This design comes from an exercise in tuning for small area, a short achievable clock period and few clock cycles per item on the open sky130 flow, not from production work.
Function was checked by simulation only, so behaviour that the tests miss may differ from the original.

### run.sh
#!/bin/bash
# synth_recipe.tcl (not shown) runs the flow's synth.tcl, then flattens the netlist and writes it again
# the make line also repeats each setting of config.mk as NAME=value (left out here)
make -C /OpenROAD-flow-scripts/flow DESIGN_CONFIG=/design/flow/config.mk WORK_HOME=/design/flow/orfs CLKGATE_MAP_FILE= SYNTH_SCRIPT=/design/flow/synth_recipe.tcl finish
### config.mk
export PLATFORM = sky130hd
export DESIGN_NAME = configurable_dnn_accelerator
export DESIGN_NICKNAME = configurable_dnn_accelerator
export VERILOG_FILES = /design/flow/design.v
export SDC_FILE = /design/flow/constraint.sdc
export NUM_CORES = 4
export LEC_CHECK = 0
export CAP_MARGIN = 20
export CORE_MARGIN = 2
export CORE_UTILIZATION = 40
export SLEW_MARGIN = 20
### constraint.sdc
create_clock -name core_clock -period 9.0 [get_ports {clk}]
set_input_delay 1.8000 -clock core_clock [delete_from_list [all_inputs] [get_ports {clk}]]
set_output_delay 1.8000 -clock core_clock [all_outputs]
set_load 0.01 [all_outputs]
### design.v
module mac_unit (
    input [7:0] A,     
    input [7:0] W,     
    input [15:0] B,    
    output [15:0] C    
);
    wire signed [15:0] product;
    assign product = $signed({1'b0, A}) * $signed(W);
    assign C = product + B;
endmodule
module configurable_dnn_accelerator (
    input clk,                     
    input rst_n,                   
    input start,                   
    input load_params,             
    input [7:0] param_data,       
    input [3:0] param_addr,       
    input param_valid,             
    input [7:0] input_data_0,     
    input [7:0] input_data_1,     
    input [7:0] input_data_2,     
    input [7:0] input_data_3,     
    output reg [15:0] output_data_0,  
    output reg [15:0] output_data_1,  
    output reg done,               
    output reg valid,              
    output reg params_loaded       
);
    reg [7:0] weights_layer1 [0:11];   
    reg [7:0] weights_layer2 [0:5];    
    reg [15:0] bias_layer1 [0:2];      
    reg [15:0] bias_layer2 [0:1];      
    reg [7:0] hidden_layer [0:2];      
    reg [15:0] mac_result;             
    reg [2:0] state;                   
    reg [1:0] neuron_idx;               
    reg [1:0] input_idx;                
    reg [4:0] param_load_addr;          
    localparam IDLE = 3'b000;
    localparam LOAD_PARAMS = 3'b001;
    localparam LAYER1_COMPUTE = 3'b010;
    localparam LAYER2_COMPUTE = 3'b011;
    localparam DONE_STATE = 3'b100;
    wire [7:0] current_input;
    wire [7:0] layer1_input;
    wire [7:0] layer2_input;
    wire [7:0] current_weight;
    wire [15:0] mac_out;
    wire [7:0] relu_out;
    assign layer1_input = (input_idx == 2'b00) ? input_data_0 :
                          (input_idx == 2'b01) ? input_data_1 :
                          (input_idx == 2'b10) ? input_data_2 : input_data_3;
    assign layer2_input = (input_idx == 2'b00) ? hidden_layer[0] :
                          (input_idx == 2'b01) ? hidden_layer[1] : hidden_layer[2];
    assign current_input = (state == LAYER1_COMPUTE) ? layer1_input : layer2_input;
    assign current_weight = (state == LAYER1_COMPUTE) ?
                           weights_layer1[neuron_idx * 4 + input_idx] :
                           weights_layer2[neuron_idx * 3 + input_idx];
    mac_unit mac_inst (
        .A(current_input),
        .W(current_weight),
        .B(mac_result),
        .C(mac_out)
    );
    assign relu_out = mac_out[15] ? 8'd0 : mac_out[14:7];
    always @(posedge clk) begin
        if (state == LOAD_PARAMS && param_valid) begin
            if (param_load_addr < 12) begin
                weights_layer1[param_load_addr[3:0]] <= param_data;
            end else if (param_load_addr < 18) begin
                weights_layer2[param_load_addr - 5'd12] <= param_data;
            end else if (param_load_addr < 24) begin
                if (param_load_addr[0] == 0) begin
                    bias_layer1[(param_load_addr - 5'd18) >> 1][7:0] <= param_data;
                end else begin
                    bias_layer1[(param_load_addr - 5'd18) >> 1][15:8] <= param_data;
                end
            end else begin
                if (param_load_addr[0] == 0) begin
                    bias_layer2[(param_load_addr - 5'd24) >> 1][7:0] <= param_data;
                end else begin
                    bias_layer2[(param_load_addr - 5'd24) >> 1][15:8] <= param_data;
                end
            end
        end
        if (state == LAYER1_COMPUTE && input_idx == 3) begin
            hidden_layer[neuron_idx] <= relu_out;
        end
        if (state == LAYER2_COMPUTE && input_idx == 2) begin
            if (neuron_idx == 0) begin
                output_data_0 <= mac_out;
            end else begin
                output_data_1 <= mac_out;
            end
        end
    end
    always @(posedge clk or negedge rst_n) begin
        if (!rst_n) begin
            state <= IDLE;
            neuron_idx <= 0;
            input_idx <= 0;
            mac_result <= 0;
            done <= 0;
            valid <= 0;
            params_loaded <= 0;
            param_load_addr <= 0;
        end else begin
            case (state)
                IDLE: begin
                    if (load_params) begin
                        state <= LOAD_PARAMS;
                        param_load_addr <= 0;
                        params_loaded <= 0;
                    end else if (start && params_loaded) begin
                        state <= LAYER1_COMPUTE;
                        neuron_idx <= 0;
                        input_idx <= 0;
                        mac_result <= bias_layer1[0];
                        done <= 0;
                        valid <= 0;
                    end
                end
                LOAD_PARAMS: begin
                    if (param_valid) begin
                        param_load_addr <= param_load_addr + 1;
                        if (param_load_addr >= 27) begin
                            state <= IDLE;
                            params_loaded <= 1;
                        end
                    end
                end
                LAYER1_COMPUTE: begin
                    if (input_idx < 3) begin
                        mac_result <= mac_out;
                        input_idx <= input_idx + 1;
                    end else begin
                        input_idx <= 0;
                        if (neuron_idx < 2) begin
                            neuron_idx <= neuron_idx + 1;
                            mac_result <= bias_layer1[neuron_idx + 1];
                        end else begin
                            state <= LAYER2_COMPUTE;
                            neuron_idx <= 0;
                            input_idx <= 0;
                            mac_result <= bias_layer2[0];
                        end
                    end
                end
                LAYER2_COMPUTE: begin
                    if (input_idx < 2) begin
                        mac_result <= mac_out;
                        input_idx <= input_idx + 1;
                    end else begin
                        input_idx <= 0;
                        if (neuron_idx < 1) begin
                            neuron_idx <= neuron_idx + 1;
                            mac_result <= bias_layer2[neuron_idx + 1];
                        end else begin
                            state <= DONE_STATE;
                            done <= 1;
                            valid <= 1;
                        end
                    end
                end
                DONE_STATE: begin
                    if (!start) begin
                        state <= IDLE;
                        done <= 0;
                        valid <= 0;
                    end
                end
                default: state <= IDLE;
            endcase
        end
    end
endmodule
==> reports/qor.txt <==
Status -> complete, no violations
Layout net count -> 1396
Max Cap Viol -> 0
Via density -> 5.183
Vias -> 9220
Clock Skews -> 0.02443 ns
H-tree depth -> 2
CP Capture Type -> register
Synth Cell Area -> 15600 um2
CP required -> 9.26 ns
Post-synth EDFFs -> 280
Sequential share of the synthesized area -> 58.72%
Cts bufs inserted -> 36
Cells after synthesis -> 1141
Placer Congestion -> 0.8396
CTS Root Cell -> clkbuf_16
Fillcell total -> 3488
First-pass DRT Iterations -> 5
Post-DP Area -> 17020 um2
Largest net degree at the start of global routing -> 46
Synth warn -> 1
Slew Limit Fails -> 0
Final setup violation count -> 0
Initial DRC count -> 603
RSZ-0062 raised after global routing -> false
Setup Fix Bufs, Post-CTS -> 0
Fin util -> 47.17%
Post-DRT Antenna Nets -> 0
First-pass GRT wire length -> 55.39 mm
DR DRC count -> 0
Cell taking the most area after synthesis -> edfxtp_1
Num rows -> 72
Critical path launch point type -> register
Hpwl dp -> 24.98 mm
Area contributors post-synth -> edfxtp_1 (54%), fa_1 (6.7%), mux4_2 (5.8%)
Grt total ovfl -> 0
Syn Nets -> 1302
Max Fanout on Critical Path -> 21
Die Y -> 201.5 um
Fin area -> 18190 um2
Pin slew with the least headroom to its limit -> 1.123 ns
Synth top area share -> 53.91%
Clk Latency, worst-skew pair -> 0.54 ns
Core area -> 38560 um2
Setup TNS -> 0 ns
Fin crit period -> 8.127 ns
WL/cell -> 20.12 um
Initial Utilization -> 40.45%
Share of layout cells above drive strength 1 -> 12.29%
Ports -> 84
Worst hold path type -> register to register
Most used DFF post-synth -> edfxtp_1
GR Util All Layers -> 17.95%
Clock-pin slew on the worst setup and hold paths -> 0.06 ns
Crit path DAT -> 8.39 ns
Clock Path Buffers -> 3
TritonCTS clock tree -> built
Area delta synth->final -> 16.61%
Chip width -> 201.5 um
Drt total wl -> 35.79 mm
CTS hold repair buffers -> 0
Tcrit/Tclk final -> 90.30%
Antenna diode count -> 0
Max_slew headroom -> 24.90%
Clock Sinks -> 310
Max Fclk -> 123.0 MHz
Hold Fails Final Rpt -> 0
Post-synthesis average cell area -> 13.67 um2
Vias in the first global route -> 9546
Critical path class -> register to register
Port-buffer cells -> 79
Synthesized flop and latch total -> 310
Post_cts resized -> 0
Asr flop ratio synth -> 9.677%
Initial antenna violation count -> 1
Die ar. -> 40590 um2
Synth cell types -> 60
[area by class of cell]
| type | count | area, um2 | share of cell area [%] |
|---|---|---|---|
| Clock buffer | 43 | 948.4 | 5.214 |
| Clock inverter | 21 | 251.5 | 1.383 |
| Inverter | 102 | 382.9 | 2.105 |
| Multi-Input combinational cell | 678 | 5829 | 32.05 |
| Sequential cell | 310 | 9163 | 50.37 |
| Tap cell | 518 | 648.1 | 3.563 |
| Timing Repair Buffer | 107 | 965.9 | 5.311 |
[synth_stat cells, types with 3 or more instances]
| library cell | number |
|---|---|
| edfxtp_1 | 280 |
| inv_1 | 100 |
| nand2_1 | 95 |
| nor2_1 | 92 |
| ha_1 | 60 |
| fa_1 | 52 |
| mux2i_1 | 52 |
| o21ai_0 | 50 |
| a21oi_1 | 42 |
| mux4_2 | 40 |
| dfrtp_1 | 30 |
| clkbuf_1 | 24 |
| nor2b_1 | 22 |
| nand2b_1 | 19 |
| a211oi_1 | 17 |
| o211ai_1 | 17 |
| nand3_1 | 16 |
| buf_2 | 14 |
| o21ai_1 | 11 |
| mux2_2 | 10 |
| xnor2_1 | 10 |
| buf_1 | 8 |
| nor3_1 | 7 |
| a221oi_1 | 5 |
| and3_1 | 5 |
| nand3b_1 | 4 |
| o21a_1 | 4 |
| or2_2 | 4 |
| xor2_1 | 4 |
| a31oi_1 | 3 |
| buf_4 | 3 |
| o221ai_1 | 3 |
[registers in the layout (all words and copies together) (netlist names)]
register and cells:
weights_layer1 96, bias_layer1 48, weights_layer2 48, bias_layer2 32, hidden_layer 24, mac_result 16, output_data_0 16, output_data_1 16
param_load_addr 5, state 3, input_idx 2, neuron_idx 2, params_loaded 1, valid 1
[kinds of logic (layout without fill, tap and decap cells)]
| group | count (synthesis) | after routing | share of synthesized area, % |
|---|---|---|---|
| mux | 102 | 102 | 9.835 |
| fa+ha+maj | 112 | 112 | 11.49 |
| compound gates | 172 | 172 | 6.875 |
| buf+inv | 153 | 273 | 3.923 |
| flops | 310 | 310 | 58.72 |
| simple gates | 275 | 275 | 7.950 |
| xor+xnor | 17 | 17 | 1.211 |
[placed cells by master (no fill, tap or decap), drive strengths merged, types with 5 or more instances in the layout]
cell type      instances
a211oi                17
a21oi                 42
a221oi                 5
and3                   5
buf                   35
clkbuf                43
clkdlybuf4s50         72
clkinv                14
clkinvlp               5
dfrtp                 30
edfxtp               280
fa                    52
ha                    60
inv                  100
mux2                  10
mux2i                 52
mux4                  40
nand2                 95
nand2b                19
nand3                 16
nor2                  93
nor2b                 22
nor3                   7
o211ai                17
o21ai                 61
xnor2                 12
[routing by layer]
layer / global-route usage [%] / part of all wire [%]
met1: 23.16 / 43
met2: 30.64 / 49
met3: 2.915 / 5.1
met4: 6.539 / 3.1
met5: 0 / 0
[stage by stage]
step | worst slack (ns) | hold slack (ns) | std cells
finish | 0.8730 | 0.4823 | 1779
global route | 0.4720 | 0.5067 | 1779
CTS | 0.8265 | 0.4899 | 1779
detailed placement | 0.4877 | 0.4759 | 1715
global placement | 0.5207 | 0.4680 | 1715
floorplan | 1.013 | 0.4497 | 1141
[worst max-delay path: stages (launching register included)]
cell and delay (ns):
dfrtp_1 0.33, buf_4 0.24, clkinv_1 0.15, fa_1 0.52, inv_1 0.04, ha_1 0.53
mux4_2 0.30, o21ai_0 0.13, o21ai_1 0.67, nand2b_1 0.17, fa_1 0.53, inv_1 0.05
fa_1 0.50, fa_1 0.50, fa_1 0.49, inv_1 0.05, fa_1 0.49, inv_1 0.04
ha_1 0.34, o21a_1 0.20, o31a_1 0.12, o221a_2 0.32, o2111a_1 0.23, or4_1 0.68
nor2b_1 0.23
[final timing paths]
| path | to | slack (ns) | cells past startpoint | startpoint |
|---|---|---|---|---|
| hold / removal | mac_result[2] | 0.48 | 1 | mac_result[2] |
| setup reg to reg | hidden_layer[2][7] | 0.87 | 24 | neuron_idx[1] |
| hold reg to reg | mac_result[2] | 0.48 | 1 | mac_result[2] |
| setup / recovery | hidden_layer[2][7] | 0.87 | 24 | neuron_idx[1] |
| min in group asynchronous | mac_result[7] | 1.68 | 2 | rst_n |
| max in group asynchronous | neuron_idx[0] | 6.97 | 2 | rst_n |
Testbench counts, summed over its fixed seeds: cycles 10,232, inferences 512.

[afterwards: timing with drivers on the ports]
In the flow no input, the clock included, has a driving cell. The finished layout below was timed again as built, in two steps.
Step 1: set_driving_cell puts a clkbuf_16 on clk and a buf_2 on each other input, an assumption about the parent block.
Step 2 adds t to the input delays and takes it off the output delays; t is the mean of the earliest and latest rising clock arrival at the registers after step 1. Input paths then give back, and output paths get back, about the clock's delay inside the block.
Three values: no drivers, after step 1, after step 2; two values: the first two.
t (ns): 0.579
setup WS [ns]: 0.873 / 0.873 / 0.491
worst setup path after step 2: input to register
latest minus earliest clock arrival (ns): 0.025 / 0.025
worst data-port slew with drivers (ns): 0.05
After both steps setup and hold are still met in this run. For this run, drivers alone change the setup slack by 0.000 ns; drivers and shift together by -0.382 ns.
